This design comes from an exercise in tuning for small area on the open sky130 flow, not from production work.
The RTL was checked by simulation tests, not by an equivalence proof against the original design.
No driver is modelled on the clock port, so clocking that relies on it looks cheaper here than on a real chip.
No activity file was given, so power comes from the tool's default toggle rates.

==> design.v <==
module AppAlarmClockForFPGA (
	clk,
	pushBtn,
	switches,
	led,
	buzzer,
	ps,
	seg0, seg1,
	seg2, seg3,
	seg4, seg5
);
input [9:0] switches;
input [1:0] pushBtn;
input clk;
output [9:0] led;
output reg buzzer;
output [3:0] ps;
output [7:0] seg0;
output [7:0] seg1;
output [7:0] seg2;
output [7:0] seg3;
output [6:0] seg4;
output [7:0] seg5;
localparam [3:0] O0 = 4'b0000;
localparam [3:0] O2 = 4'b0010;
function [3:0] bcd_inc(input [3:0] d);
	bcd_inc = {((d[0] & d[1] & d[2]) | (~d[0] & d[3])), ((~d[0] & d[2]) | (d[0] & d[1] & ~d[2]) | (~d[1] & d[2])), ((~d[0] & d[1]) | (d[0] & ~d[1] & ~d[3])), ((~d[0]))};
endfunction
function [3:0] bcd_dec(input [3:0] d);
	bcd_dec = {((d[0] & d[3]) | (~d[0] & ~d[1] & ~d[2] & ~d[3])), ((d[0] & d[2]) | (~d[0] & d[3]) | (d[1] & d[2])), ((~d[0] & ~d[1] & d[2]) | (~d[0] & d[3]) | (d[0] & d[1])), ((~d[0]))};
endfunction
function [6:0] seg_bcd(input [3:0] d);
	seg_bcd = {((~d[1] & ~d[2] & ~d[3]) | (d[0] & d[1] & d[2])), ((d[1] & ~d[2]) | (d[0] & ~d[2] & ~d[3]) | (d[0] & d[1])), ((~d[1] & d[2]) | (d[0])), ((~d[0] & ~d[1] & d[2]) | (d[0] & ~d[1] & ~d[2] & ~d[3]) | (d[0] & d[1] & d[2])), ((~d[0] & d[1] & ~d[2])), ((~d[0] & d[1] & d[2]) | (d[0] & ~d[1] & d[2])), ((d[0] & ~d[1] & ~d[2] & ~d[3]) | (~d[0] & ~d[1] & d[2]))};
endfunction
function [0:0] o_is9(input [3:0] d);
	o_is9 = ((d[0] & d[3]));
endfunction
function [0:0] o_is0(input [3:0] d);
	o_is0 = ((~d[0] & ~d[1] & ~d[2] & ~d[3]));
endfunction
function o_is3h(input [3:0] d);
	o_is3h = ((d[0] & d[1]));
endfunction
function [6:0] seg_h1(input [3:0] d);
	seg_h1 = {((~d[1] & ~d[2] & ~d[3]) | (d[1] & d[3]) | (d[0] & d[1] & d[2])), ((d[0] & d[1]) | (d[0] & ~d[2] & ~d[3]) | (d[1] & ~d[2] & ~d[3]) | (d[2] & d[3])), ((d[0]) | (~d[1] & d[2] & ~d[3])), ~((d[1] & ~d[2] & ~d[3]) | (~d[0] & ~d[2]) | (d[0] & ~d[1] & d[2]) | (~d[0] & d[1]) | (~d[1] & d[3])), ((~d[0] & d[1] & ~d[2] & ~d[3]) | (~d[0] & d[2] & d[3])), ((~d[0] & d[1] & d[2]) | (d[0] & ~d[1] & d[2] & ~d[3])), ~((~d[0] & ~d[2]) | (d[0] & d[2]) | (d[1] & ~d[3]) | (~d[1] & d[3]))};
endfunction
function [6:0] ms_inc(input [6:0] v);
	ms_inc = {o_is9(v[3:0]) ? {v[5], v[4], ~v[6]} : v[6:4], bcd_inc(v[3:0])};
endfunction
function [6:0] ms_dec(input [6:0] v);
	ms_dec = {o_is0(v[3:0]) ? {~v[4], v[6], v[5]} : v[6:4], bcd_dec(v[3:0])};
endfunction
function h_o9(input [3:0] o);
	h_o9 = o[3] & ~o[2] & ~o[1] & o[0];
endfunction
function [4:0] h_inc(input [4:0] v);
	if (v[3] & v[2] & v[0])
		h_inc = 5'd0;
	else
		h_inc = {v[4] ^ h_o9(v[3:0]), (h_o9(v[3:0]) & ~v[4]) ? 4'd0 : v[3:0] + 4'd1};
endfunction
function [4:0] h_dec(input [4:0] v);
	h_dec = {v[4] ^ (v[3:0] == 4'd0) ^ (v[3:0] == 4'd10), (v[3:0] == 4'd0) ? 4'd9 : v[3:0] - 4'd1};
endfunction
function ms_is59(input [6:0] v);
	ms_is59 = v[6] & ~v[5] & o_is9(v[3:0]);
endfunction
function h_is23(input [4:0] v);
	h_is23 = v[3] & v[2] & v[0];
endfunction
function ms_is0(input [6:0] v);
	ms_is0 = ~(v[6] | v[4]) & o_is0(v[3:0]);
endfunction
function h_is0(input [4:0] v);
	h_is0 = ~v[4] & ~(v[3] | v[2] | v[1] | v[0]);
endfunction
function [6:0] seg_jt(input [2:0] j);
	seg_jt = {~j[1] & ~j[2], j[0], j[2] | (j[0] & ~j[1]), j[0] ^ j[1],
	          j[1] & ~j[2], j[2] & ~j[1], j[0] ^ j[1]};
endfunction
function [6:0] seg_ht(input [1:0] b);
	seg_ht = {~b[1], b[0] | b[1], b[0], b[0], b[1], 1'b0, b[0]};
endfunction
wire rst = ~pushBtn[1];
wire sw9 = switches[9];
reg [9:0] count;           
reg [8:0] cnt;             
reg [1:0] currentState;
reg [5:0] btn_cnt;
reg button_state;
reg alarmflag, timerFlag, buzzerFlag;
reg led_flash;
reg switch_old;
reg [4:0] hours, alarm_hours, timer_hours, stopwatch_hours;
reg [6:0] minutes, alarm_minutes, timer_minutes, stopwatch_minutes;
reg [6:0] seconds, timer_seconds, stopwatch_seconds;
wire tick = ~sw9 & (&count[9:4]) & count[1];
always @(posedge clk) begin
	if (rst)
		count <= 10'd11;
	else if (~sw9)
		count <= tick ? 10'd11 : count + 1'b1;
end
always @(posedge clk) begin
	if (rst)
		buzzer <= 1'b0;
	else if (~sw9 & ~tick) begin
		if (count[9]) begin
			if (buzzerFlag & (alarmflag | timerFlag))
				buzzer <= 1'b1;
		end
		else
			buzzer <= 1'b0;
	end
end
reg [4:0] disp_h;
reg [6:0] disp_m, disp_s;
always @(*) begin
	case (currentState)
		2'd0: begin disp_h = hours;           disp_m = minutes;           disp_s = seconds; end
		2'd1: begin disp_h = alarm_hours;     disp_m = alarm_minutes;     disp_s = {3'd0, O0}; end
		2'd2: begin disp_h = timer_hours;     disp_m = timer_minutes;     disp_s = timer_seconds; end
		default: begin disp_h = stopwatch_hours; disp_m = stopwatch_minutes; disp_s = stopwatch_seconds; end
	endcase
end
wire [4:0] disp_h_inc = h_inc(disp_h);
wire [6:0] disp_m_inc = ms_inc(disp_m);
wire [6:0] disp_s_inc = ms_inc(disp_s);
assign seg0 = {1'b1, seg_bcd(disp_s[3:0])};
assign seg1 = {1'b1, seg_jt(disp_s[6:4])};
assign seg2 = {1'b1, seg_bcd(disp_m[3:0])};
assign seg3 = {1'b1, seg_jt(disp_m[6:4])};
assign seg4 = seg_h1(disp_h[3:0]);
assign seg5 = {1'b1, seg_ht({disp_h[3] & (disp_h[2] | disp_h[1]), disp_h[4]})};
assign ps = {2'b00, currentState};
assign led = {{6{led_flash}}, 1'b0, currentState[1] & currentState[0],
              currentState[1], currentState[1] | currentState[0]};
wire press = switch_old & ~pushBtn[0];
wire set_h = sw9 & press & ~switches[0] & switches[1];
wire set_m = sw9 & press & switches[0] & ~switches[1];
wire mode0 = currentState == 2'd0;
wire mode1 = currentState == 2'd1;
wire mode2 = currentState == 2'd2;
wire mode3 = currentState == 2'd3;
always @(posedge clk)
	switch_old <= pushBtn[0];
wire s59 = ms_is59(seconds);
wire m59 = ms_is59(minutes);
wire clk_s_en = tick;
wire clk_m_en = (tick & s59) | (set_m & mode0);
wire clk_h_en = (tick & s59 & m59) | (set_h & mode0);
always @(posedge clk) begin
	if (rst) begin
		hours <= 5'd0;
		minutes <= {3'd0, O0};
		seconds <= {3'd0, O0};
	end
	else begin
		if (clk_s_en) seconds <= ms_inc(seconds);
		if (clk_m_en) minutes <= ms_inc(minutes);
		if (clk_h_en) hours <= h_inc(hours);
	end
end
always @(posedge clk) begin
	if (rst) begin
		alarm_hours <= 5'd0;
		alarm_minutes <= {3'd0, O0};
		alarmflag <= 1'b0;
	end
	else begin
		if (set_h & mode1) alarm_hours <= disp_h_inc;
		if (set_m & mode1) alarm_minutes <= disp_m_inc;
		if (mode1 & ((set_h & ~h_is23(disp_h)) | (set_m & ~ms_is59(disp_m))))
			alarmflag <= 1'b1;
	end
end
wire ts0 = ms_is0(timer_seconds);
wire tm0 = ms_is0(timer_minutes);
wire th0 = h_is0(timer_hours);
wire timer_zero = ts0 & tm0 & th0;
wire t_dec = tick & ~timer_zero;
always @(posedge clk) begin
	if (rst) begin
		timer_hours <= 5'd0;
		timer_minutes <= {3'd0, O0};
		timer_seconds <= {3'd0, O2};
		timerFlag <= 1'b0;
	end
	else begin
		if (t_dec) timer_seconds <= ms_dec(timer_seconds);
		if (t_dec & ts0) timer_minutes <= ms_dec(timer_minutes);
		else if (set_m & mode2) timer_minutes <= disp_m_inc;
		if (t_dec & ts0 & tm0) timer_hours <= h_dec(timer_hours);
		else if (set_h & mode2) timer_hours <= disp_h_inc;
		if (mode2 & ((set_h & ~h_is23(disp_h)) | (set_m & ~ms_is59(disp_m))))
			timerFlag <= 1'b1;
	end
end
wire sw_s_en = tick & mode3 & switches[0];
wire sw_m_en = sw_s_en & ms_is59(disp_s);
wire sw_h_en = sw_m_en & ms_is59(disp_m);
always @(posedge clk) begin
	if (rst) begin
		stopwatch_hours <= 5'd0;
		stopwatch_minutes <= {3'd0, O0};
		stopwatch_seconds <= {3'd0, O0};
	end
	else begin
		if (sw_s_en) stopwatch_seconds <= disp_s_inc;
		if (sw_m_en) stopwatch_minutes <= disp_m_inc;
		if (sw_h_en) stopwatch_hours <= disp_h_inc;
	end
end
wire btn_hit = ~btn_cnt[5] & btn_cnt[3] & ~btn_cnt[2] & btn_cnt[1] & ~btn_cnt[0];
wire [5:0] btn_next = {btn_cnt[4:0], ~(btn_cnt[5] ^ btn_cnt[4])};
always @(posedge clk) begin
	if (rst) begin
		currentState <= 2'd0;
		btn_cnt <= 6'd0;
		button_state <= 1'b1;
	end
	else if (btn_hit) begin
		btn_cnt <= {5'd0, pushBtn[0] & ~button_state};
		button_state <= ~button_state;
		if (~button_state & ~sw9)
			currentState <= currentState + 1'b1;
	end
	else begin
		btn_cnt <= (pushBtn[0] == button_state) ? btn_next : 6'd0;
	end
end
wire going_off = ((hours == alarm_hours) & (minutes == alarm_minutes) & alarmflag)
               | (timer_zero & timerFlag);
always @(posedge clk) begin
	if (rst)
		cnt <= 9'd0;
	else
		cnt <= cnt + 1'b1;
	led_flash <= going_off & cnt[8];
	buzzerFlag <= going_off;
end
endmodule
==> flow/run.sh <==
#!/bin/bash
# Layout flow: the standard ORFS flow with three changes
#  - synthesis maps the logic with an area-oriented ABC script (flow/abc_area.script)
#    and without the adder-cell extraction; registers are mapped exactly as in the
#    standard synthesis, which runs first and whose netlist is compared register by register
#  - port buffers are the smallest buffer (buf_1)
#  - CTS with clkbuf_8 buffers and without dummy loads
# Each tool's output goes to a log file in the work folder.
set -euo pipefail
WORK=$(pwd)

# standard synthesis, kept for reference (register names and cells)
bash standard.sh SCRIPTS_DIR=$FLOW_HOME/scripts synth > std_synth.log 2>&1
mkdir -p std
cp orfs/results/$FLOW_PLATFORM/AppAlarmClockForFPGA/base/1_2_yosys.v std/1_2_yosys.v
rm -rf orfs

# ORFS scripts with the area ABC script
rm -rf orfs_scripts
cp -r "$FLOW_HOME/scripts" orfs_scripts
cp flow/abc_area.script orfs_scripts/abc_area.script

bash standard.sh SCRIPTS_DIR=$WORK/orfs_scripts ABC_AREA=1 ADDER_MAP_FILE= synth > synth.log 2>&1

python3 flow/regs.py std/1_2_yosys.v orfs/results/$FLOW_PLATFORM/AppAlarmClockForFPGA/base/1_2_yosys.v > regs_check.log 2>&1

export BUFFER_PORTS_ARGS="-buffer_cell sky130_fd_sc_hd__buf_1"
export CTS_ARGS="-sink_clustering_enable -repair_clock_nets -dont_use_dummy_load -buf_list sky130_fd_sc_hd__clkbuf_8 -root_buf sky130_fd_sc_hd__clkbuf_8"
bash standard.sh > layout.log 2>&1
==> flow/abc_area.script <==
strash
&get -n
&deepsyn -I 10 -J 50
&put
amap
==> flow/regs.py <==
# Compare the flip-flops (instance name -> cell type) of two Yosys netlists; exit 1 on a difference.
import re, sys

def regs(path):
    text = open(path).read()
    out = {}
    for m in re.finditer(r'^\s*(sky130_fd_sc_hd__(?:s?e?df|dl[xr])\w*)\s+(\S+)\s*\(', text, re.M):
        out[m.group(2)] = re.sub(r'_\d+$', '', m.group(1))
    return out

a, b = regs(sys.argv[1]), regs(sys.argv[2])
print(f"standard: {len(a)} registers, this flow: {len(b)} registers")
bad = 0
for k in sorted(set(a) | set(b)):
    if a.get(k) != b.get(k):
        print(f"differs: {k}: {a.get(k)} vs {b.get(k)}")
        bad += 1
print("registers match" if bad == 0 else f"{bad} differences")
sys.exit(1 if bad else 0)
==> standard.sh <==
#!/bin/bash
# synth_recipe.tcl (not shown) runs the flow's synth.tcl, then flattens the netlist and writes it again
# the make line also repeats each setting of config.mk as NAME=value (left out here)
make -C /OpenROAD-flow-scripts/flow DESIGN_CONFIG=/design/flow/config.mk WORK_HOME=/design/flow/orfs CLKGATE_MAP_FILE= SYNTH_SCRIPT=/design/flow/synth_recipe.tcl "${@:-finish}"
==> config.mk <==
export PLATFORM = sky130hd
export DESIGN_NAME = AppAlarmClockForFPGA
export DESIGN_NICKNAME = AppAlarmClockForFPGA
export VERILOG_FILES = /design/flow/design.v
export SDC_FILE = /design/flow/constraint.sdc
export NUM_CORES = 4
export LEC_CHECK = 0
export CAP_MARGIN = 20
export CORE_MARGIN = 2
export CORE_UTILIZATION = 60
export SLEW_MARGIN = 20
==> constraint.sdc <==
create_clock -name core_clock -period 10.0 [get_ports {clk}]
set_input_delay 2.0000 -clock core_clock [delete_from_list [all_inputs] [get_ports {clk}]]
set_output_delay 2.0000 -clock core_clock [all_outputs]
set_load 0.01 [all_outputs]
==> results.yml, run 1 <==
outcome:
  status: "finished clean"
final_layout:
  antennaDiodeCount: 0
  fillers: 695
  layout_common_cells: "clkinv_1, nor2_1, dfxtp_1"
  finish.net_count: 703
  syn_to_final_growth_pct: 7.68
  layout_commonest_cell: "clkinv_1"
  layout.cells.non_filler: 790
  fraction_of_layout_cells_with_a_size_suffix_above_1: 0.0174
detailed_routing:
  remaining_drc_errors: 0
  vias: 4640
  post_drt_wl_per_cell_um: 15.2
  dr.first_iter.drc_count: 408
  detail_route.wirelength_mm: 12.0
  first_pass_iters: 5
  drtAntennaViolNets: 0
  detail_route.vias_per_cell: 5.87
worst_setup_path:
  crit_buf_inv: 5
  critical-path-top-cell-by-count: "clkinv_1"
  critical_path.startpoint: "currentState[1]$_SDFFE_PN0P_"
  timing.reg2reg.worst_path_depth: 12
  worstReg2RegEnd: "timer_hours[3]$_SDFFE_PN0P_"
  critical_path_depth: 10
  endpoint: "seg4[2]"
  startpoint_type: "flop"
  worst-endpoint-arrival_ns: 4.06
  critPathMaxStageDelay_ns: 0.70
  critPathTopFamily: "buffers and inverters"
  worst-path-max-fanout: 14
  critPathKind: "reg2out"
  end_kind: "primary output"
  reg2reg_setup_slack_ns: 5.82
  worstPathRequired_ns: 8.00
  path_cells: "clkinv_1 -> nor2_1 -> clkinv_1 -> o221ai_1 -> clkinv_1 -> nor2_1 -> clkinv_1 -> o311ai_0 -> nor2b_1 -> buf_1"
  r2r-start: "currentState[1]$_SDFFE_PN0P_"
  critical_path.slowest_cell: "o221ai_1"
global_routing:
  track_usage: 0.281
  first_global_vias: 4183
  overflow: 0
  maximum_number_of_pins_on_one_net_before_global_route_repair: 32
  grt_antenna_before_repair: 0
  grt_pass1_wl_mm: 19.5
timing:
  fin_worst_hold_slack_ns: 0.428
  slew_headroom: 0.475
  setup_viol: 0
  worst_slack_ns: 3.94
  clock.fmax_ghz: 0.165
  fin_setup_tns_ns: 0
  finalCritPeriodShare: 0.606
  finalWorstPathRequiredPeriod_ns: 6.06
  slew_limit_fails: 0
  rsz_0062_raised_after_global_routing: "false"
  finalClockSkew_ns: 0.0332
  timing.final.hold_violations: 0
  worst_pin_slew_ns: 0.788
clock_tree:
  tritoncts_clock_tree: "done"
  ctsRootBufferMaster: "clkbuf_8"
  postCtsResizedCells: 0
  cts.reportedPaths.clkPinSlew_ns: 0.10
  clock_path_buffers: 2
  clkSinkCount: 103
  h_tree_depth_reported_by_cts: 3
  clkLatencyLatePin_ns: 0.37
  cts_setup_buffers: 0
  cts_made_buffers: 9
  cts_hold_buffers: 0
synthesis:
  postSynthAreaPerCell_um2: 7.59
  synthTopCellsByArea: "dfxtp_1, clkinv_1, nor2_1, o22ai_1, o21ai_0"
  yosys_register_bits: 103
  ys_dominant_reg_cell: "dfxtp_1"
  share_of_yosys_cell_area_claimed_by_the_top_area_cell_type: 0.431
  yosysTopAreaCell: "dfxtp_1"
  seq_area_frac_synth: 0.431
  synth.cell_area_um2: 4790
  synth_warnings: 1
  synth-edff-count: 0
  async_flop_share: 0
  post_synth_inst_count: 631
  post_synth_num_cell_types: 39
pwr:
  max-vdd-ir-drop_mv: 0.0805
  leakagePower_nw: 1.77
  pwr_density_cell_nw_per_um2: 125
place:
  dp_hpwl_mm: 8.99
  detailedPlace.worstSlack_ns: 4.44
  post-place-cells: 781
  place_congestion: 0.949
  io_buffers: 58
floorplan:
  fp.dieArea_um2: 8710
  boundaryPins: 75
  die_y_um: 93.3
  start_util: 0.620
  die_width_um: 93.3
  row_count: 32
  core-area_um2: 7730
min_path:
  type_of_the_most_critical_hold_path: "reg2reg"
run:
  timing.max_cap.violations: 0
## layout make-up
type | count | area (µm²) | area share
timing repair buffer | 61 | 240 | 0.0466
clock buffer | 9 | 124 | 0.0240
sequential | 103 | 2060 | 0.400
inverter | 112 | 420 | 0.0815
tap | 102 | 128 | 0.0247
multi-input combinational | 403 | 2180 | 0.423
## where the power goes
part | internal (W) | switching [W] | leakage (nW)
sequential | 0.000414 | 0.00000270 | 0.832
combinational | 0.00000687 | 0.0000173 | 0.876
clock | 0.0000811 | 0.000124 | 0.0647
## cells by family (layout without fill, tap and decap cells)
logic type	count (synthesis)	after routing	synth area share
AO/OA/AOI/OAI	172	172	0.244
buffers and inverters	132	182	0.119
flip-flops	103	103	0.431
other	2	9	0.00157
AND/OR/NAND/NOR	222	222	0.205
## worst register-to-register path, cell delays in order, from the launching register on
cell      delay (ns)
dfxtp_1         0.42
clkinv_1        0.17
nor2_1          0.60
clkinv_1        0.65
o221ai_1        0.71
clkinv_1        0.33
a221oi_1        0.41
nor3_1          0.11
nand3_1         0.12
o21ai_0         0.11
a21oi_1         0.18
o21ai_0         0.10
a311oi_1        0.19
## through the flow
step,power [W],cell area (µm²),utilization
final,0.000645,5160,0.667
after global routing,0.000669,5160,0.667
after CTS,0.000650,5160,0.667
after detailed placement,0.000450,5030,0.651
after global placement,0.000449,5030,0.651
after floorplan,0.000444,4820,-
## worst min path at each step
stage / startpoint / end / depth (start not counted)
after global routing: btn_cnt[2]$_SDFF_PP0_ / btn_cnt[3]$_SDFF_PP0_ / 2
after detailed placement: btn_cnt[3]$_SDFF_PP0_ / btn_cnt[4]$_SDFF_PP0_ / 2
after floorplan: btn_cnt[2]$_SDFF_PP0_ / btn_cnt[3]$_SDFF_PP0_ / 2
final: btn_cnt[3]$_SDFF_PP0_ / btn_cnt[4]$_SDFF_PP0_ / 2
after global placement: btn_cnt[0]$_SDFF_PN0_ / btn_cnt[1]$_SDFF_PP0_ / 2
after CTS: btn_cnt[3]$_SDFF_PP0_ / btn_cnt[4]$_SDFF_PP0_ / 2
## sequential cells by signal, summed over array words and instances (netlist names), 2 cells and up
name	count
stopwatch_hours	5
alarm_minutes	7
timer_hours	5
count	10
currentState	2
timer_seconds	7
seconds	7
btn_cnt	6
cnt	9
minutes	7
hours	5
alarm_hours	5
timer_minutes	7
stopwatch_minutes	7
stopwatch_seconds	7
## synthesized netlist by cell type, types with 4 or more instances
cell / n
o211a_1: 4
a222oi_1: 11
nand4_1: 6
nor2b_1: 4
or3_1: 4
dfxtp_1: 103
and3_1: 10
o21ai_0: 34
a221oi_1: 5
o21a_1: 6
a22oi_1: 7
a21oi_1: 24
nand3_1: 10
clkinv_1: 112
o221ai_1: 9
nor2_1: 105
o22ai_1: 43
nand2_1: 42
buf_4: 20
or2_0: 6
nor3_1: 25
o211ai_1: 4
a211oi_1: 9
## per-layer routing
metal	up-vias	part of all wire	GRT usage
li1	2318	-	-
met1	2119	0.44	0.365
met2	181	0.47	0.468
met3	22	0.075	0.0677
met4	0	0.020	0.0797
met5	-	0	0
==> run 2, diff against run 1 <==
==> flow/abc_area.script (replaced) <==
strash
&get -n
&deepsyn -I 10 -J 50
&put
dch -f
amap
==> results.yml, run 2 <==
synthesis:
  ys_dominant_reg_cell: "dfxtp_1"
  synthTopCellsByArea: "dfxtp_1, clkinv_1, nor2_1, o22ai_1, o21ai_0"
  synth_warnings: 1
  seq_area_frac_synth: 0.436
  yosys_register_bits: 103
  yosysTopAreaCell: "dfxtp_1"
  synth.cell_area_um2: 4730
  cell_types_with_the_highest_counts_after_synthesis: "dfxtp_1, clkinv_1, nor2_1"
  post_synth_inst_count: 620
  yosys.cell_count.top_type: "dfxtp_1"
  synth-edff-count: 0
  share_of_yosys_cell_area_claimed_by_the_top_area_cell_type: 0.436
  async_flop_share: 0
  post_synth_num_cell_types: 39
  postSynthAreaPerCell_um2: 7.63
global_routing:
  overflow: 0
  grt_antenna_before_repair: 0
  track_usage: 0.277
  maximum_number_of_pins_on_one_net_before_global_route_repair: 31
  grt_pass1_wl_mm: 19.2
  first_global_vias: 4142
clock_tree:
  clock_path_buffers: 2
  cts_hold_buffers: 0
  clkSinkCount: 103
  h_tree_depth_reported_by_cts: 3
  tritoncts_clock_tree: "done"
  ctsRootBufferMaster: "clkbuf_8"
  postCtsResizedCells: 0
  cts.reportedPaths.clkPinSlew_ns: 0.10
  cts_setup_buffers: 0
  cts_made_buffers: 9
  clkLatencyLatePin_ns: 0.36
floorplan:
  row_count: 32
  die_width_um: 92.8
  boundaryPins: 75
  core-area_um2: 7690
  fp.dieArea_um2: 8610
  start_util: 0.616
  die_y_um: 92.8
timing:
  finalWorstPathRequiredPeriod_ns: 5.50
  finalClockSkew_ns: 0.0310
  rsz_0062_raised_after_global_routing: "false"
  finalCritPeriodShare: 0.550
  worst_pin_slew_ns: 0.911
  timing.final.hold_violations: 0
  clock.fmax_ghz: 0.182
  setup_viol: 0
  slew_headroom: 0.393
  fin_setup_tns_ns: 0
  slew_limit_fails: 0
min_path:
  timing.hold.worst_path_depth: 2
  worst_hold_startpoint: "btn_cnt[1]$_SDFF_PP0_"
  type_of_the_most_critical_hold_path: "reg2reg"
  hold-path-endpoint: "btn_cnt[2]$_SDFF_PP0_"
final_layout:
  final_cell_area_um2: 5110
  layout.cells.non_filler: 780
  layout_top_registers: "count: 10 flops, cnt: 9 flops"
  layout_commonest_cell: "dfxtp_1"
  finish.net_count: 693
  fraction_of_layout_cells_with_a_size_suffix_above_1: 0.0192
  registers.top_by_ff_count: "count"
  layout_common_cells: "dfxtp_1, clkinv_1, nor2_1"
  syn_to_final_growth_pct: 7.93
  number_of_flip_flops_in_the_largest_register: 10
  antennaDiodeCount: 0
worst_setup_path:
  end_kind: "primary output"
  path_cells: "nand2_1 -> clkinv_1 -> a221oi_1 -> clkinv_1 -> nor2_1 -> clkinv_1 -> o21ai_0 -> or2_0 -> a21oi_1 -> buf_1"
  worst-endpoint-arrival_ns: 3.50
  r2r-start: "currentState[0]$_SDFFE_PN0P_"
  critical-path-top-cell-by-count: "clkinv_1"
  reg2reg_setup_slack_ns: 6.14
  worst-path-max-fanout: 18
  critPathKind: "reg2out"
  startpoint_type: "flop"
  worstPathRequired_ns: 8.00
  timing.reg2reg.worst_path_depth: 10
  critPathMaxStageDelay_ns: 0.62
  critical_path.slowest_cell: "a221oi_1"
  worstReg2RegEnd: "timer_hours[1]$_SDFFE_PN0P_"
detailed_routing:
  drtAntennaViolNets: 0
  post_drt_wl_per_cell_um: 15.0
  remaining_drc_errors: 0
  first_pass_iters: 5
  detail_route.vias_per_cell: 5.87
  detail_route.wirelength_mm: 11.7
  vias: 4580
  dr.first_iter.drc_count: 292
pwr:
  leakagePower_nw: 1.72
  pwr_density_cell_nw_per_um2: 125
  max-vdd-ir-drop_mv: 0.0726
place:
  placement.cell_area_um2: 4980
  post-place-cells: 771
  io_buffers: 58
  dp_hpwl_mm: 8.69
  place_congestion: 0.882
run:
  timing.max_cap.violations: 0
outcome:
  status: "finished clean"
-- run 2: routing by layer --
layer	share of wire	GRT usage	wire length (µm)	vias to the layer above
met2	0.47	0.465	5500	185
met1	0.45	0.361	5250	2082
li1	-	-	-	2292
met3	0.064	0.0496	743	21
met4	0.017	0.0882	198	0
met5	0	0	0	-
-- run 2: layout make-up --
cell class / instances / area (µm²)
Multi-Input combinational cell: 404 / 2170
Fill cell: 699 / 2580
Timing Repair Buffer: 62 / 248
Clock buffer: 9 / 124
Sequential cell: 103 / 2060
Tap cell: 102 / 128
Inverter: 100 / 375
-- run 2: worst max-delay path, delay by kind of cell, from the launching register on --
family                 cells  cell delay (ns)
buffers and inverters      4             1.08
AO/OA/AOI/OAI              3             0.89
AND/OR/NAND/NOR            3             0.78
flip-flops                 1             0.38
-- run 2: through the flow --
stage | util | hold slack (ns) | setup WS (ns) | total power (W)
after global routing | 0.664 | 0.461 | 4.26 | 0.000663
after CTS | 0.664 | 0.450 | 4.57 | 0.000644
after detailed placement | 0.648 | 0.434 | 4.84 | 0.000447
final | 0.664 | 0.445 | 4.50 | 0.000639
after floorplan | - | 0.404 | 5.33 | 0.000441
after global placement | 0.648 | 0.419 | 4.93 | 0.000446
-- run 2: worst max path at each step --
stage / startpoint / to / slack, ns / depth (start not counted)
5_1_grt: currentState[0]$_SDFFE_PN0P_ / seg2[5] / 4.26 / 10
3_5_place_dp: switches[9] / stopwatch_hours[3]$_SDFFE_PN0P_ / 4.84 / 15
4_1_cts: currentState[0]$_SDFFE_PN0P_ / seg2[5] / 4.57 / 10
3_3_place_gp: switches[9] / stopwatch_hours[3]$_SDFFE_PN0P_ / 4.93 / 15
2_1_floorplan: currentState[1]$_SDFFE_PN0P_ / seg4[2] / 5.33 / 7
6_report: currentState[0]$_SDFFE_PN0P_ / seg2[5] / 4.50 / 10
-- run 2: logic make-up (layout without fill, tap and decap cells) --
group	Yosys count	after routing	synth area share
and+or+nand+nor	224	224	0.211
AOI/OAI and AO/OA	171	171	0.241
buffers and inverters	120	171	0.111
DFF	103	103	0.436
other	2	9	0.00159
-- run 2: where the power goes --
part / switching, W / internal, W / total [W]
combinational: 0.0000164 / 0.00000603 / 0.0000224
sequential: 0.00000184 / 0.000413 / 0.000415
clock: 0.000121 / 0.0000811 / 0.000202
total: 0.000139 / 0.000500 / 0.000639
==> run 3, diff against run 2 <==
==> flow/run.sh (replaced) <==
#!/bin/bash
# Layout flow: the standard ORFS flow with these changes
#  - synthesis: ORFS's synthesis script run with each area-oriented ABC script in
#    flow/abc_*.script (and without the adder-cell extraction); the netlist with the
#    smallest cell area is kept. Registers are mapped before ABC, exactly as in the
#    standard synthesis, which runs first and whose netlist is compared register by register.
#  - port buffers are the smallest buffer (buf_1)
#  - global placement keeps none of its timing-driven buffering (GPL_KEEP_OVERFLOW=0)
#  - CTS with clkbuf_8 buffers and without dummy loads
# Each tool's output goes to a log file in the work folder.
set -euo pipefail
WORK=$(pwd)
RES=results/$FLOW_PLATFORM/AppAlarmClockForFPGA/base

# standard synthesis, kept for reference (register names and cells)
bash standard.sh SCRIPTS_DIR=$FLOW_HOME/scripts synth > std_synth.log 2>&1
mkdir -p std
cp orfs/$RES/1_2_yosys.v std/1_2_yosys.v
rm -rf orfs

# synthesis candidates, in parallel
for s in flow/abc_*.script; do
  n=$(basename $s .script)
  rm -rf scripts_$n orfs_$n
  cp -r "$FLOW_HOME/scripts" scripts_$n
  cp $s scripts_$n/abc_area.script
  bash standard.sh SCRIPTS_DIR=$WORK/scripts_$n WORK_HOME=$WORK/orfs_$n ABC_AREA=1 ADDER_MAP_FILE= synth > synth_$n.log 2>&1 &
done
wait
best=$(python3 flow/pick.py orfs_abc_* 2> pick.log)
echo "picked $best" >> pick.log
mv orfs_$best orfs

python3 flow/regs.py std/1_2_yosys.v orfs/$RES/1_2_yosys.v > regs_check.log 2>&1

export BUFFER_PORTS_ARGS="-buffer_cell sky130_fd_sc_hd__buf_1"
export GPL_KEEP_OVERFLOW=0
export CTS_ARGS="-sink_clustering_enable -repair_clock_nets -dont_use_dummy_load -buf_list sky130_fd_sc_hd__clkbuf_8 -root_buf sky130_fd_sc_hd__clkbuf_8"
bash standard.sh > layout.log 2>&1
==> flow/abc_a.script (new file) <==
strash
&get -n
&deepsyn -I 10 -J 50
&put
dch -f
amap
==> flow/abc_b.script (new file) <==
strash
&get -n
&deepsyn -I 10 -J 50
&put
amap
==> flow/abc_c.script (new file) <==
strash
&get -n
&deepsyn -I 4 -J 200
&put
dch -f
amap
==> flow/abc_d.script (new file) <==
strash
dc2
dch -f
amap
strash
&get -n
&deepsyn -I 10 -J 50
&put
dch -f
amap
==> flow/pick.py (new file) <==
# Print the name of the synthesis candidate (folder orfs_NAME) with the smallest cell area.
import re, sys, glob
best = None
for d in sorted(sys.argv[1:]):
    f = glob.glob(d + "/reports/*/AppAlarmClockForFPGA/base/synth_stat.txt")
    if not f:
        continue
    m = re.search(r"Chip area for module .*?: ([\d.]+)", open(f[0]).read())
    if not m:
        continue
    a = float(m.group(1))
    print(f"{d}: {a}", file=sys.stderr)
    if best is None or a < best[0]:
        best = (a, d)
print(best[1][len("orfs_"):])
removed: flow/abc_area.script
==> results.yml, run 3 <==
timing:
  finalWorstPathRequiredPeriod_ns: 5.71
  finalClockSkew_ns: 0.0425
  slew_limit_fails: 0
  setup_viol: 0
  worst_pin_slew_ns: 0.936
  clock.fmax_ghz: 0.175
  slew_headroom: 0.376
  timing.final.hold_violations: 0
  rsz_0062_raised_after_global_routing: "false"
  finalCritPeriodShare: 0.571
  fin_setup_tns_ns: 0
global_routing:
  grt_pass1_wl_mm: 19.3
  maximum_number_of_pins_on_one_net_before_global_route_repair: 40
  track_usage: 0.281
  grt_antenna_before_repair: 0
  overflow: 0
  first_global_vias: 4108
clock_tree:
  h_tree_depth_reported_by_cts: 3
  postCtsResizedCells: 0
  cts_made_buffers: 9
  cts_setup_buffers: 0
  tritoncts_clock_tree: "done"
  clock_path_buffers: 2
  cts.reportedPaths.clkPinSlew_ns: 0.12
  ctsRootBufferMaster: "clkbuf_8"
  cts_hold_buffers: 0
  clkLatencyLatePin_ns: 0.38
  clkSinkCount: 103
detailed_routing:
  detail_route.vias_per_cell: 5.88
  first_pass_iters: 7
  post_drt_wl_per_cell_um: 15.2
  remaining_drc_errors: 0
  drtAntennaViolNets: 0
  dr.first_iter.drc_count: 376
  vias: 4566
  detail_route.wirelength_mm: 11.8
worst_setup_path:
  worst-path-max-fanout: 14
  critical_path.startpoint: "currentState[1]$_SDFFE_PN0P_"
  startpoint_type: "flop"
  worst-endpoint-arrival_ns: 3.71
  reg2reg_setup_slack_ns: 5.95
  worstReg2RegEnd: "timer_hours[1]$_SDFFE_PN0P_"
  r2r-start: "currentState[1]$_SDFFE_PN0P_"
  end_kind: "primary output"
  critPathKind: "reg2out"
  worstPathRequired_ns: 8.00
  timing.reg2reg.worst_path_depth: 13
  endpoint: "seg2[5]"
pwr:
  p_sw_w: 0.000144
  max-vdd-ir-drop_mv: 0.0968
  leakagePower_nw: 1.71
  p_int_w: 0.000500
  netSwitchingFraction: 0.224
  power.sequential.fraction: 0.644
  clock_power_share: 0.322
  power_frac_comb: 0.034
  pwr_density_cell_nw_per_um2: 127
floorplan:
  start_util: 0.616
  row_count: 32
  core-area_um2: 7690
  fp.dieArea_um2: 8610
  die_y_um: 92.8
  boundaryPins: 75
  die_width_um: 92.8
final_layout:
  antennaDiodeCount: 0
  registers.top_by_ff_count: "count"
  number_of_flip_flops_in_the_largest_register: 10
  fraction_of_layout_cells_with_a_size_suffix_above_1: 0.0193
  layout_top_registers: "count: 10 flops, cnt: 9 flops"
  syn_to_final_growth_pct: 7.43
  layout_commonest_cell: "dfxtp_1"
  postLayoutCoreUtil: 0.661
  finish.net_count: 689
  layout_common_cells: "dfxtp_1, clkinv_1, nor2_1"
  layout.cells.non_filler: 776
synthesis:
  combinational_family_with_the_most_area_after_synthesis: "compound AO/OA/AOI/OAI gates"
  synth_warnings: 1
  yosys_register_bits: 103
  synth-compound-area-share: 0.241
  synthTopCellsByArea: "dfxtp_1, clkinv_1, nor2_1, o22ai_1, o21ai_0"
  share_of_yosys_cell_area_claimed_by_the_top_area_cell_type: 0.436
  post_synth_fa_ha_maj_area_fraction: 0
  seq_area_frac_synth: 0.436
  postSynthAreaPerCell_um2: 7.63
  yosysTopAreaCell: "dfxtp_1"
  ys_dominant_reg_cell: "dfxtp_1"
  synth_simple_gate_area_share: 0.211
  synth.cell_area_um2: 4730
  post_synth_num_cell_types: 39
  cell_types_with_the_highest_counts_after_synthesis: "dfxtp_1, clkinv_1, nor2_1"
  async_flop_share: 0
  post_synth_xor_area_fraction: 0
  yosys.cell_count.top_type: "dfxtp_1"
  synth.area.mux_share: 0
  synth-edff-count: 0
  post_synth_inst_count: 620
place:
  io_buffers: 58
  dp_hpwl_mm: 8.69
  place_congestion: 0.875
  post-place-cells: 767
min_path:
  worst_hold_startpoint: "btn_cnt[1]$_SDFF_PP0_"
  type_of_the_most_critical_hold_path: "reg2reg"
outcome:
  status: "finished clean"
run:
  timing.max_cap.violations: 0
## run 3: routing by layer
layer / track usage / share of wire / routed length (µm)
met1: 0.362 / 0.44 / 5210
met2: 0.464 / 0.46 / 5450
met3: 0.0618 / 0.071 / 837
met4: 0.100 / 0.024 / 279
met5: 0 / 0 / 0
## run 3: cell type report
cell class / count / area, µm²
clock buffer: 9 / 124
fill: 726 / 2600
inverter: 100 / 375
multi-input combinational: 404 / 2180
sequential: 103 / 2060
tap: 102 / 128
timing repair buffer: 58 / 219
## run 3: how the worst min path moves through the flow
| stage | endpoint | slack [ns] | cells after the start |
|---|---|---|---|
| floorplan | btn_cnt[2]$_SDFF_PP0_ | 0.40 | 2 |
| global placement | btn_cnt[2]$_SDFF_PP0_ | 0.42 | 2 |
| detailed placement | btn_cnt[2]$_SDFF_PP0_ | 0.44 | 2 |
| CTS | btn_cnt[5]$_SDFF_PP0_ | 0.46 | 2 |
| global route | cnt[8]$_SDFF_PN0_ | 0.48 | 1 |
| finish | btn_cnt[2]$_SDFF_PP0_ | 0.45 | 2 |
## run 3: logic make-up (layout without fill, tap and decap cells)
family	Yosys count	in the layout
simple gates	224	224
compound gates	171	171
buf+inv	120	167
flops	103	103
other cells	2	9
## run 3: stage by stage
| step | power [W] | worst slack (ns) | hold slack (ns) | cell area, µm² |
|---|---|---|---|---|
| 4_1_cts | 0.000645 | 4.38 | 0.455 | 5080 |
| 3_3_place_gp | 0.000446 | 4.26 | 0.419 | 4950 |
| 2_1_floorplan | 0.000441 | 5.33 | 0.404 | 4760 |
| 6_report | 0.000644 | 4.29 | 0.448 | 5080 |
| 5_1_grt | 0.000666 | 4.01 | 0.478 | 5080 |
| 3_5_place_dp | 0.000446 | 4.82 | 0.438 | 4960 |
## run 3: worst max-delay path, cell delays in order (launching register included)
cell and delay, ns:
dfxtp_1 0.46, clkinv_1 0.16, nor2_2 0.65, clkinv_1 0.58
o22ai_1 0.25, a221oi_1 0.11, clkinv_1 0.15, nor2_1 0.08
clkinv_1 0.08, o21ai_0 0.10, or2_0 0.36, a21oi_1 0.19
buf_1 0.16
## run 3: power groups by stage
stage | clock network [W] | logic [W] | registers (W)
CTS | 0.000208 | 0.0000219 | 0.000415
detailed placement | 0 | 0.0000219 | 0.000424
global placement | 0 | 0.0000213 | 0.000424
finish | 0.000207 | 0.0000220 | 0.000415
global route | 0.000225 | 0.0000251 | 0.000415
floorplan | 0 | 0.0000171 | 0.000424
==> run 4, diff against run 3 <==
--- a/flow/run.sh
+++ b/flow/run.sh
@@ -6,7 +6,8 @@
 #    standard synthesis, which runs first and whose netlist is compared register by register.
 #  - port buffers are the smallest buffer (buf_1)
 #  - global placement keeps none of its timing-driven buffering (GPL_KEEP_OVERFLOW=0)
-#  - CTS with clkbuf_8 buffers and without dummy loads
+#  - CTS with clkbuf_8 buffers and without dummy loads; a leaf buffer whose flip-flop
+#    clock pins would see more than 110 ps of slew becomes a clkbuf_16 (flow/clock_fix.tcl)
 # Each tool's output goes to a log file in the work folder.
 set -euo pipefail
 WORK=$(pwd)
@@ -35,5 +36,6 @@
 
 export BUFFER_PORTS_ARGS="-buffer_cell sky130_fd_sc_hd__buf_1"
 export GPL_KEEP_OVERFLOW=0
+export POST_CTS_TCL=$WORK/flow/clock_fix.tcl
 export CTS_ARGS="-sink_clustering_enable -repair_clock_nets -dont_use_dummy_load -buf_list sky130_fd_sc_hd__clkbuf_8 -root_buf sky130_fd_sc_hd__clkbuf_8"
 bash standard.sh > layout.log 2>&1
==> flow/clock_fix.tcl (new file) <==
estimate_parasitics -placement
set m16 [[ord::get_db] findMaster sky130_fd_sc_hd__clkbuf_16]
set changed 0
foreach inst [[ord::get_db_block] getInsts] {
  if { [[$inst getMaster] getName] ne "sky130_fd_sc_hd__clkbuf_8" } { continue }
  set onet [[$inst findITerm X] getNet]
  if { $onet eq "NULL" } { continue }
  set worst 0
  foreach it [$onet getITerms] {
    if { ![$it isInputSignal] } { continue }
    if { ![string match "sky130_fd_sc_hd__df*" [[[$it getInst] getMaster] getName]] } { continue }
    set p [get_pins -quiet "[[$it getInst] getName]/[[$it getMTerm] getName]"]
    if { [llength $p] != 1 } { continue }
    set s [get_property $p slew_max]
    if { $s > $worst } { set worst $s }
  }
  if { $worst > 0.110 } {
    $inst swapMaster $m16
    incr changed
    puts "clock_fix: [$inst getName] -> clkbuf_16 (clock pin slew $worst ns)"
  }
}
if { $changed } {
  detailed_placement
  check_placement -verbose
  estimate_parasitics -placement
}
--- a/config.mk
+++ b/config.mk
@@ -7,5 +7,5 @@
 export LEC_CHECK = 0
 export CAP_MARGIN = 20
 export CORE_MARGIN = 2
-export CORE_UTILIZATION = 60
+export CORE_UTILIZATION = 75
 export SLEW_MARGIN = 20
==> results.yml, run 4 <==
floorplan:
  die_width_um: 83.4
  core-area_um2: 6030
  boundaryPins: 75
  start_util: 0.785
  row_count: 28
  fp.dieArea_um2: 6960
  die_y_um: 83.4
place:
  io_buffers: 58
  dp_hpwl_mm: 8.48
  detailedPlace.worstSlack_ns: 4.38
  placement.cell_area_um2: 4920
  place_congestion: 0.958
clock_tree:
  cts.reportedPaths.clkPinSlew_ns: 0.08
  clkLatencyLatePin_ns: 0.36
  tritoncts_clock_tree: "done"
  clkSinkCount: 103
detailed_routing:
  first_pass_iters: 5
  detail_route.vias_per_cell: 6.42
  detail_route.wirelength_mm: 12.1
  vias: 4806
  post_drt_wl_per_cell_um: 16.1
  remaining_drc_errors: 0
  drtAntennaViolNets: 0
  dr.first_iter.drc_count: 689
synthesis:
  synth-edff-count: 0
  synth_warnings: 1
  postSynthAreaPerCell_um2: 7.63
  async_flop_share: 0
  seq_area_frac_synth: 0.436
  yosysTopAreaCell: "dfxtp_1"
  yosys_register_bits: 103
  ys_dominant_reg_cell: "dfxtp_1"
  synthTopCellsByArea: "dfxtp_1, clkinv_1, nor2_1, o22ai_1, o21ai_0"
  share_of_yosys_cell_area_claimed_by_the_top_area_cell_type: 0.436
  synth.cell_area_um2: 4730
  post_synth_num_cell_types: 39
  post_synth_inst_count: 620
  yosys.cell_count.top_type: "dfxtp_1"
  cell_types_with_the_highest_counts_after_synthesis: "dfxtp_1, clkinv_1, nor2_1"
timing:
  worst_pin_slew_ns: 0.951
  finalClockSkew_ns: 0.0127
  slew_limit_fails: 0
  fin_setup_tns_ns: 0
  clock.fmax_ghz: 0.175
  setup_viol: 0
  slew_headroom: 0.366
  worst_slack_ns: 4.29
  rsz_0062_raised_after_global_routing: "false"
  finalWorstPathRequiredPeriod_ns: 5.71
  timing.final.hold_violations: 0
  finalCritPeriodShare: 0.571
worst_setup_path:
  worst-endpoint-arrival_ns: 3.71
  worst-path-max-fanout: 14
  r2r-start: "currentState[1]$_SDFFE_PN0P_"
  worstPathRequired_ns: 8.00
  reg2reg_setup_slack_ns: 5.98
  path_cells: "clkinv_1 -> nor2_2 -> clkinv_1 -> o22ai_1 -> a221oi_1 -> clkinv_1 -> nor2_1 -> clkinv_1 -> o21ai_0 -> or2_0 -> a21oi_1 -> buf_1"
  endpoint: "seg2[5]"
  startpoint_type: "flop"
  critical-path-top-cell-by-count: "clkinv_1"
  critical_path.slowest_cell: "nor2_2"
  worstReg2RegEnd: "timer_hours[1]$_SDFFE_PN0P_"
  end_kind: "primary output"
  critPathTopFamily: "buffers and inverters"
  critical_path.startpoint: "currentState[1]$_SDFFE_PN0P_"
  critPathMaxStageDelay_ns: 0.63
  crit_buf_inv: 5
  critical_path_depth: 12
  timing.reg2reg.worst_path_depth: 13
  critPathKind: "reg2out"
final_layout:
  syn_to_final_growth_pct: 6.95
  finish.net_count: 689
  number_of_flip_flops_in_the_largest_register: 10
  antennaDiodeCount: 0
  final_cell_area_um2: 5060
  layout_commonest_cell: "dfxtp_1"
  registers.top_by_ff_count: "count"
  fraction_of_layout_cells_with_a_size_suffix_above_1: 0.0193
  layout_top_registers: "count: 10 flops, cnt: 9 flops"
  postLayoutCoreUtil: 0.840
  layout_common_cells: "dfxtp_1, clkinv_1, nor2_1"
pwr:
  report.power.total_w: 0.000651
  pwr_density_cell_nw_per_um2: 129
  max-vdd-ir-drop_mv: 0.132
  leakagePower_nw: 1.72
run:
  timing.max_cap.violations: 0
global_routing:
  grt_pass1_wl_mm: 19.8
  maximum_number_of_pins_on_one_net_before_global_route_repair: 40
  first_global_vias: 4326
  track_usage: 0.347
  grt_antenna_before_repair: 0
  overflow: 0
outcome:
  status: "finished clean"
min_path:
  type_of_the_most_critical_hold_path: "reg2reg"
==> run 4: cell counts after synthesis <==
Identical to the previous run, type by type.
==> run 4: routing by layer <==
layer / GRT usage / vias up / routed length, µm
li1: - / 2276 / -
met1: 0.425 / 2201 / 4840
met2: 0.601 / 293 / 5810
met3: 0.0865 / 36 / 1160
met4: 0.113 / 0 / 272
met5: 0 / - / 0
==> run 4: stage by stage <==
stage / std cells / hold slack, ns
after global routing: 749 / 0.468
after global placement: 740 / 0.415
final: 749 / 0.440
after detailed placement: 740 / 0.428
after floorplan: 627 / 0.404
==> run 4: worst register-to-register path: stages (launching register included) <==
cell,delay [ns]
dfxtp_1,0.45
clkinv_1,0.18
nor2_2,0.63
clkinv_1,0.57
o22ai_1,0.27
a221oi_1,0.18
nor2_1,0.18
a21oi_1,0.07
a221oi_1,0.35
nor2_1,0.11
nand3_1,0.11
o21ai_0,0.12
or2_0,0.29
a2111oi_0,0.38
==> run 4: logic make-up after synthesis <==
group / Yosys count / synth area share
AO/OA/AOI/OAI: 171 / 0.241
buffers and inverters: 120 / 0.111
flip-flops: 103 / 0.436
other: 2 / 0.00159
AND/OR/NAND/NOR: 224 / 0.211
==> run 4: area by class of cell <==
class                      count  area [µm²]
timing repair buffer          58         219
inverter                     100         375
multi-input combinational    404        2180
tap                           75        93.8
clock buffer                   9         135
fill                         398         965
sequential                   103        2060
==> run 4: how the worst min path moves through the flow <==
stage	from	to	slack [ns]	cells past startpoint
floorplan	btn_cnt[1]$_SDFF_PP0_	btn_cnt[2]$_SDFF_PP0_	0.40	2
global placement	btn_cnt[1]$_SDFF_PP0_	btn_cnt[2]$_SDFF_PP0_	0.42	2
detailed placement	btn_cnt[1]$_SDFF_PP0_	btn_cnt[2]$_SDFF_PP0_	0.43	2
global route	btn_cnt[1]$_SDFF_PP0_	btn_cnt[2]$_SDFF_PP0_	0.47	2
finish	btn_cnt[1]$_SDFF_PP0_	btn_cnt[2]$_SDFF_PP0_	0.44	2
==> run 4: where the power goes <==
part           switching [W]  total [W]  internal, W
Sequential        0.00000197   0.000415     0.000413
Clock               0.000124   0.000214    0.0000896
Combinational      0.0000170  0.0000226   0.00000559
==> run 5, diff against run 4 <==
--- a/config.mk
+++ b/config.mk
@@ -7,5 +7,5 @@
 export LEC_CHECK = 0
 export CAP_MARGIN = 20
 export CORE_MARGIN = 2
-export CORE_UTILIZATION = 75
+export CORE_UTILIZATION = 60
 export SLEW_MARGIN = 20
==> results.yml, run 5 <==
pwr:
  pwr_density_cell_nw_per_um2: 128
  max-vdd-ir-drop_mv: 0.0970
  leakagePower_nw: 1.72
detailed_routing:
  dr.first_iter.drc_count: 388
  drtAntennaViolNets: 0
  post_drt_wl_per_cell_um: 15.3
  first_pass_iters: 6
  vias: 4608
  detail_route.wirelength_mm: 11.8
  detail_route.vias_per_cell: 5.94
  remaining_drc_errors: 0
global_routing:
  grt_pass1_wl_mm: 19.3
  first_global_vias: 4106
  overflow: 0
  grt_antenna_before_repair: 0
  maximum_number_of_pins_on_one_net_before_global_route_repair: 40
  track_usage: 0.281
synthesis:
  postSynthAreaPerCell_um2: 7.63
  yosys_register_bits: 103
  seq_area_frac_synth: 0.436
  synth-edff-count: 0
  share_of_yosys_cell_area_claimed_by_the_top_area_cell_type: 0.436
  cell_types_with_the_highest_counts_after_synthesis: "dfxtp_1, clkinv_1, nor2_1"
  post_synth_num_cell_types: 39
  async_flop_share: 0
  synth.cell_area_um2: 4730
  ys_dominant_reg_cell: "dfxtp_1"
  synth_warnings: 1
  yosysTopAreaCell: "dfxtp_1"
  yosys.cell_count.top_type: "dfxtp_1"
  post_synth_inst_count: 620
  synthTopCellsByArea: "dfxtp_1, clkinv_1, nor2_1, o22ai_1, o21ai_0"
min_path:
  type_of_the_most_critical_hold_path: "reg2reg"
timing:
  fin_setup_tns_ns: 0
  setup_viol: 0
  timing.final.hold_violations: 0
  finalClockSkew_ns: 0.0183
  rsz_0062_raised_after_global_routing: "false"
  finalWorstPathRequiredPeriod_ns: 5.63
  finalCritPeriodShare: 0.563
  slew_headroom: 0.372
  slew_limit_fails: 0
  clock.fmax_ghz: 0.178
  worst_pin_slew_ns: 0.942
  fin_worst_hold_slack_ns: 0.442
final_layout:
  layout_top_registers: "count: 10 flops, cnt: 9 flops"
  layout_commonest_cell: "dfxtp_1"
  multi_input_area_um2: 2180
  fraction_of_layout_cells_with_a_size_suffix_above_1: 0.0193
  antennaDiodeCount: 0
  number_of_flip_flops_in_the_largest_register: 10
  layout_common_cells: "dfxtp_1, clkinv_1, nor2_1"
  registers.top_by_ff_count: "count"
  finish.net_count: 689
  syn_to_final_growth_pct: 7.67
  register_area_um2: 2060
  fillers: 726
run:
  timing.max_cap.violations: 0
floorplan:
  fp.dieArea_um2: 8610
  boundaryPins: 75
  core-area_um2: 7690
  die_width_um: 92.8
  start_util: 0.616
  die_y_um: 92.8
  row_count: 32
worst_setup_path:
  worst-path-max-fanout: 14
  path_cells: "clkinv_1 -> nor2_2 -> clkinv_1 -> o22ai_1 -> a221oi_1 -> clkinv_1 -> nor2_1 -> clkinv_1 -> o21ai_0 -> or2_0 -> a21oi_1 -> buf_1"
  critPathMaxStageDelay_ns: 0.62
  end_kind: "primary output"
  worstPathRequired_ns: 8.00
  critPathTopFamily: "buffers and inverters"
  critPathKind: "reg2out"
  critical-path-top-cell-by-count: "clkinv_1"
  critical_path.slowest_cell: "nor2_2"
  startpoint_type: "flop"
  worst-endpoint-arrival_ns: 3.63
  crit_buf_inv: 5
place:
  io_buffers: 58
  dp_hpwl_mm: 8.69
  place_congestion: 0.875
clock_tree:
  clkLatencyLatePin_ns: 0.36
  tritoncts_clock_tree: "done"
  cts.reportedPaths.clkPinSlew_ns: 0.08
  clkSinkCount: 103
outcome:
  status: "finished clean"
## run 5: cell counts after synthesis
Identical to the previous run, type by type.
## run 5: area by class of cell
type,count,area share
well taps,102,0.0250
clock buffers,9,0.0265
flip-flops and latches,103,0.405
inverters,100,0.0737
multi-input cells,404,0.427
repair buffers,58,0.0430
## run 5: kinds of logic (layout without fill, tap and decap cells)
logic type	count (synthesis)	after routing	share of synthesized area
buf+inv	120	167	0.111
simple gates	224	224	0.211
compound gates	171	171	0.241
flops	103	103	0.436
other cells	2	9	0.00159
## run 5: worst register-to-register path, stage by stage, from the launching register on
cell	delay (ns)
dfxtp_1	0.44
clkinv_1	0.15
nor2_2	0.62
clkinv_1	0.58
o22ai_1	0.28
a221oi_1	0.18
nor2_1	0.18
a21oi_1	0.07
a221oi_1	0.36
nor2_1	0.12
nand3_1	0.11
o21ai_0	0.12
or2_0	0.28
a2111oi_0	0.39
## run 5: where the power goes
part	switching (W)	leakage, nW	internal, W
clock	0.000127	0.0698	0.0000897
combinational	0.0000164	0.814	0.00000559
sequential	0.00000179	0.832	0.000413
total	0.000145	1.72	0.000508
## run 5: path summary, 6_finish.rpt
check / slack, ns / to / depth (start not counted) / from
max: 4.37 / seg2[5] / 12 / currentState[1]$_SDFFE_PN0P_
max reg2reg: 6.01 / timer_hours[1]$_SDFFE_PN0P_ / 13 / currentState[1]$_SDFFE_PN0P_
min reg2reg: 0.44 / btn_cnt[2]$_SDFF_PP0_ / 2 / btn_cnt[1]$_SDFF_PP0_
min: 0.44 / btn_cnt[2]$_SDFF_PP0_ / 2 / btn_cnt[1]$_SDFF_PP0_
## run 5: per-stage QoR
step                utilization  cell area, µm²  total power (W)  std cells  setup slack, ns
floorplan                     -            4760         0.000441        627             5.33
global placement          0.644            4950         0.000446        767             4.26
detailed placement        0.645            4960         0.000446        767             4.82
global route              0.663            5090         0.000676        776             4.06
finish                    0.663            5090         0.000653        776             4.37
## run 5: layer usage
| layer | up-vias | global-route usage | wire length [µm] |
|---|---|---|---|
| li1 | 2283 | - | - |
| met1 | 2121 | 0.362 | 5160 |
| met2 | 176 | 0.464 | 5500 |
| met3 | 28 | 0.0618 | 878 |
| met4 | 0 | 0.100 | 297 |
| met5 | - | 0 | 0 |
==> run 6, diff against run 5 <==
--- a/flow/run.sh
+++ b/flow/run.sh
@@ -5,9 +5,13 @@
 #    smallest cell area is kept. Registers are mapped before ABC, exactly as in the
 #    standard synthesis, which runs first and whose netlist is compared register by register.
 #  - port buffers are the smallest buffer (buf_1)
+#  - tie cells are not split per load (SKIP_REPAIR_TIE_FANOUT=1)
 #  - global placement keeps none of its timing-driven buffering (GPL_KEEP_OVERFLOW=0)
-#  - CTS with clkbuf_8 buffers and without dummy loads; a leaf buffer whose flip-flop
-#    clock pins would see more than 110 ps of slew becomes a clkbuf_16 (flow/clock_fix.tcl)
+#  - clock tree: the clock port drives 4 clkbuf_16 buffers, each at the centre of a group of
+#    flip-flops (flow/clock_tree.tcl); if that would give a flip-flop clock pin more than
+#    115 ps of slew, TritonCTS runs instead, with clkbuf_8 buffers and without dummy loads,
+#    and a leaf buffer whose flip-flop clock pins would see more than 110 ps of slew becomes
+#    a clkbuf_16 (flow/clock_fix.tcl)
 # Each tool's output goes to a log file in the work folder.
 set -euo pipefail
 WORK=$(pwd)
@@ -37,5 +41,8 @@
 export BUFFER_PORTS_ARGS="-buffer_cell sky130_fd_sc_hd__buf_1"
 export GPL_KEEP_OVERFLOW=0
 export POST_CTS_TCL=$WORK/flow/clock_fix.tcl
+export PRE_CTS_TCL=$WORK/flow/clock_tree.tcl
+export CLK_LEAVES=4
+export SKIP_REPAIR_TIE_FANOUT=1
 export CTS_ARGS="-sink_clustering_enable -repair_clock_nets -dont_use_dummy_load -buf_list sky130_fd_sc_hd__clkbuf_8 -root_buf sky130_fd_sc_hd__clkbuf_8"
 bash standard.sh > layout.log 2>&1
==> flow/clock_tree.tcl (new file) <==
rename clock_tree_synthesis orfs_clock_tree_synthesis
proc clock_tree_synthesis { args } {
  set k $::env(CLK_LEAVES)
  set block [ord::get_db_block]
  set master [[ord::get_db] findMaster sky130_fd_sc_hd__clkbuf_16]
  set clk_src [lindex [get_property [lindex [all_clocks] 0] sources] 0]
  set clk_net [$block findNet [get_full_name $clk_src]]
  set sinks {}
  foreach it [$clk_net getITerms] {
    if { [$it isInputSignal] } { lappend sinks $it }
  }
  set pts {}
  foreach it $sinks {
    set box [[$it getInst] getBBox]
    lappend pts [list [expr {([$box xMin] + [$box xMax]) / 2.0}] [expr {([$box yMin] + [$box yMax]) / 2.0}]]
  }
  set n [llength $pts]
  # k-means (Manhattan distance), seeded with points spread along the x order
  set order [lsort -real -index 0 $pts]
  set cent {}
  for { set c 0 } { $c < $k } { incr c } {
    lappend cent [lindex $order [expr {int(($c + 0.5) * $n / $k)}]]
  }
  set assign {}
  for { set iter 0 } { $iter < 100 } { incr iter } {
    set assign {}
    foreach p $pts {
      set best 0
      set bd 1e30
      for { set c 0 } { $c < $k } { incr c } {
        set q [lindex $cent $c]
        set d [expr {abs([lindex $p 0] - [lindex $q 0]) + abs([lindex $p 1] - [lindex $q 1])}]
        if { $d < $bd } { set bd $d; set best $c }
      }
      lappend assign $best
    }
    set newc {}
    for { set c 0 } { $c < $k } { incr c } {
      set sx 0.0; set sy 0.0; set m 0
      foreach p $pts a $assign {
        if { $a == $c } { set sx [expr {$sx + [lindex $p 0]}]; set sy [expr {$sy + [lindex $p 1]}]; incr m }
      }
      if { $m > 0 } { lappend newc [list [expr {$sx / $m}] [expr {$sy / $m}]] } else { lappend newc [lindex $cent $c] }
    }
    set cent $newc
  }
  set bufs {}
  set nets {}
  for { set c 0 } { $c < $k } { incr c } {
    set inst [odb::dbInst_create $block $master "clkbuf_leaf_$c"]
    set net [odb::dbNet_create $block "clknet_leaf_$c"]
    $net setSigType CLOCK
    [$inst findITerm A] connect $clk_net
    [$inst findITerm X] connect $net
    set q [lindex $cent $c]
    $inst setLocation [expr {int([lindex $q 0])}] [expr {int([lindex $q 1])}]
    $inst setPlacementStatus PLACED
    lappend bufs $inst
    lappend nets $net
    set m 0
    foreach it $sinks a $assign {
      if { $a == $c } { $it disconnect; $it connect $net; incr m }
    }
    puts "clock_tree: clkbuf_leaf_$c drives $m clock pins"
  }
  set_propagated_clock [all_clocks]
  estimate_parasitics -placement
  set worst 0
  foreach it $sinks {
    set p [get_pins -quiet "[[$it getInst] getName]/[[$it getMTerm] getName]"]
    if { [llength $p] != 1 } { set worst 1; continue }
    set s [get_property $p slew_max]
    if { $s > $worst } { set worst $s }
  }
  puts "clock_tree: worst estimated clock pin slew $worst ns"
  if { $worst > 0.115 } {
    puts "clock_tree: too slow, using TritonCTS instead"
    foreach it $sinks { $it disconnect; $it connect $clk_net }
    foreach inst $bufs { odb::dbInst_destroy $inst }
    foreach net $nets { odb::dbNet_destroy $net }
    orfs_clock_tree_synthesis {*}$args
  }
}
==> results.yml, run 6 <==
floorplan:
  die_y_um: 92.8
  row_count: 32
  fp.dieArea_um2: 8610
  core-area_um2: 7690
  die_width_um: 92.8
  start_util: 0.616
  boundaryPins: 75
final_layout:
  final_cell_area_um2: 5060
  finish.net_count: 682
  number_of_flip_flops_in_the_largest_register: 10
  layout_commonest_cell: "dfxtp_1"
  layout.cells.non_filler: 769
  layout_common_cells: "dfxtp_1, clkinv_1, nor2_1"
  layout_top_registers: "count: 10 flops, cnt: 9 flops"
  fraction_of_layout_cells_with_a_size_suffix_above_1: 0.0195
  registers.top_by_ff_count: "count"
  antennaDiodeCount: 0
  syn_to_final_growth_pct: 6.90
detailed_routing:
  vias: 4658
  detail_route.vias_per_cell: 6.06
  remaining_drc_errors: 0
  dr.first_iter.drc_count: 321
  detail_route.wirelength_mm: 11.7
  first_pass_iters: 5
  drtAntennaViolNets: 0
  post_drt_wl_per_cell_um: 15.2
global_routing:
  track_usage: 0.275
  first_global_vias: 4220
  overflow: 0
  maximum_number_of_pins_on_one_net_before_global_route_repair: 40
  grt_antenna_before_repair: 0
  grt_pass1_wl_mm: 19.1
worst_setup_path:
  timing.reg2reg.worst_path_depth: 13
  worst-endpoint-arrival_ns: 3.71
  startpoint_type: "flop"
  critPathKind: "reg2out"
  worst-path-max-fanout: 14
  end_kind: "primary output"
  worstPathRequired_ns: 8.00
place:
  io_buffers: 58
  place_congestion: 0.902
  dp_hpwl_mm: 8.68
  post-place-cells: 760
  detailedPlace.worstSlack_ns: 4.72
  placement.cell_area_um2: 4930
clock_tree:
  cts.reportedPaths.clkPinSlew_ns: 0.11
  clkSinkCount: 103
  tritoncts_clock_tree: "done"
  clkLatencyLatePin_ns: 0.37
timing:
  finalWorstPathRequiredPeriod_ns: 5.71
  worst_slack_ns: 4.29
  slew_limit_fails: 0
  finalCritPeriodShare: 0.571
  clock.fmax_ghz: 0.175
  timing.final.hold_violations: 0
  worst_pin_slew_ns: 0.942
  slew_headroom: 0.366
  finalClockSkew_ns: 0.0412
  setup_viol: 0
  fin_setup_tns_ns: 0
  fin_worst_hold_slack_ns: 0.444
  rsz_0062_raised_after_global_routing: "false"
synthesis:
  synth_warnings: 1
  synthTopCellsByArea: "dfxtp_1, clkinv_1, nor2_1, o22ai_1, o21ai_0"
  yosys_register_bits: 103
  yosys.cell_count.top_type: "dfxtp_1"
  async_flop_share: 0
  cell_types_with_the_highest_counts_after_synthesis: "dfxtp_1, clkinv_1, nor2_1"
  ys_dominant_reg_cell: "dfxtp_1"
  synth-edff-count: 0
  postSynthAreaPerCell_um2: 7.63
  post_synth_inst_count: 620
  post_synth_num_cell_types: 39
  yosysTopAreaCell: "dfxtp_1"
  seq_area_frac_synth: 0.436
  synth.cell_area_um2: 4730
  share_of_yosys_cell_area_claimed_by_the_top_area_cell_type: 0.436
outcome:
  status: "finished clean"
run:
  timing.max_cap.violations: 0
pwr:
  max-vdd-ir-drop_mv: 0.0924
  pwr_density_cell_nw_per_um2: 126
  leakagePower_nw: 1.69
min_path:
  type_of_the_most_critical_hold_path: "reg2reg"
  timing.hold.worst_path_depth: 2
==> run 6: cell types whose count changed in the layout (fill, tap and decap cells not counted), sizes merged <==
cell    delta
clkinv     +1
inv        -1
conb       -7
==> run 6: layout make-up, without the clock buffers <==
cell class                      count  area, µm²
Sequential cell                   103       2060
Tap cell                          102        128
Fill cell                         694       2630
Multi-Input combinational cell    397       2150
Timing Repair Buffer               58        219
Inverter                          100        377
==> run 6: final timing paths <==
kind | start | endpoint | slack, ns
hold / removal | btn_cnt[1]$_SDFF_PP0_ | btn_cnt[2]$_SDFF_PP0_ | 0.44
setup reg to reg | currentState[1]$_SDFFE_PN0P_ | timer_hours[3]$_SDFFE_PN0P_ | 5.99
hold reg to reg | btn_cnt[1]$_SDFF_PP0_ | btn_cnt[2]$_SDFF_PP0_ | 0.44
setup / recovery | currentState[1]$_SDFFE_PN0P_ | seg2[5] | 4.29
==> run 6: critical path: stages (launching register included) <==
cell,delay [ns]
dfxtp_1,0.46
clkinv_1,0.17
nor2_2,0.63
clkinv_1,0.60
o22ai_1,0.26
a221oi_1,0.11
clkinv_1,0.14
nor2_1,0.07
clkinv_1,0.08
o21ai_0,0.10
or2_0,0.35
a21oi_1,0.19
buf_1,0.16
==> run 6: power breakdown <==
part           switching [W]  internal (W)
Clock               0.000121     0.0000810
Sequential        0.00000176      0.000413
Combinational      0.0000166    0.00000560
==> run 6: per-stage QoR <==
stage                     power (W)  utilization
after floorplan            0.000441            -
after global routing       0.000658        0.658
final                      0.000639        0.658
after global placement     0.000446        0.641
after detailed placement   0.000446        0.642
==> run 6: cells by family after synthesis <==
family,share of synthesized area
AO/OA/AOI/OAI,0.241
buffers and inverters,0.111
flip-flops,0.436
other,0.00159
AND/OR/NAND/NOR,0.211
==> run 6: routing by layer <==
layer / up-vias / global-route usage / part of all wire
met4: 0 / 0.112 / 0.025
li1: 2290 / - / -
met3: 27 / 0.0366 / 0.060
met1: 2170 / 0.357 / 0.45
met2: 171 / 0.463 / 0.47
met5: - / 0 / 0

==> separate check: timing with driven ports <==
No port has a modelled driver above. Below, the same layouts with a new extraction and two added sets of constraints.
Step 1, drivers: a clkbuf_16 drives clk and a buf_2 each remaining input, both assumed.
Step 2 also shifts input and output timing later by t, the mid clock arrival at the registers, as if the neighbouring blocks saw the same clock.
Three values: ideal, step 1, step 2; two values: the first two.
run | shift t [ns] | setup slack, ns | worst register clock-pin slew, ns | worst data-port slew with drivers (ns)
run 1 | 0.395 | 3.940 / 3.901 / 4.296 | 0.10 / 0.10 | 0.03
run 2 | 0.382 | 4.497 / 4.465 / 4.805 | 0.10 / 0.10 | 0.03
run 3 | 0.392 | 4.289 / 4.256 / 4.648 | 0.12 / 0.12 | 0.03
run 4 | 0.391 | 4.286 / 4.253 / 4.644 | 0.09 / 0.09 | 0.03
run 5 | 0.388 | 4.373 / 4.339 / 4.727 | 0.09 / 0.09 | 0.03
run 6 | 0.386 | 4.293 / 4.257 / 4.560 | 0.11 / 0.11 | 0.04
After both steps every run listed still meets setup and hold.
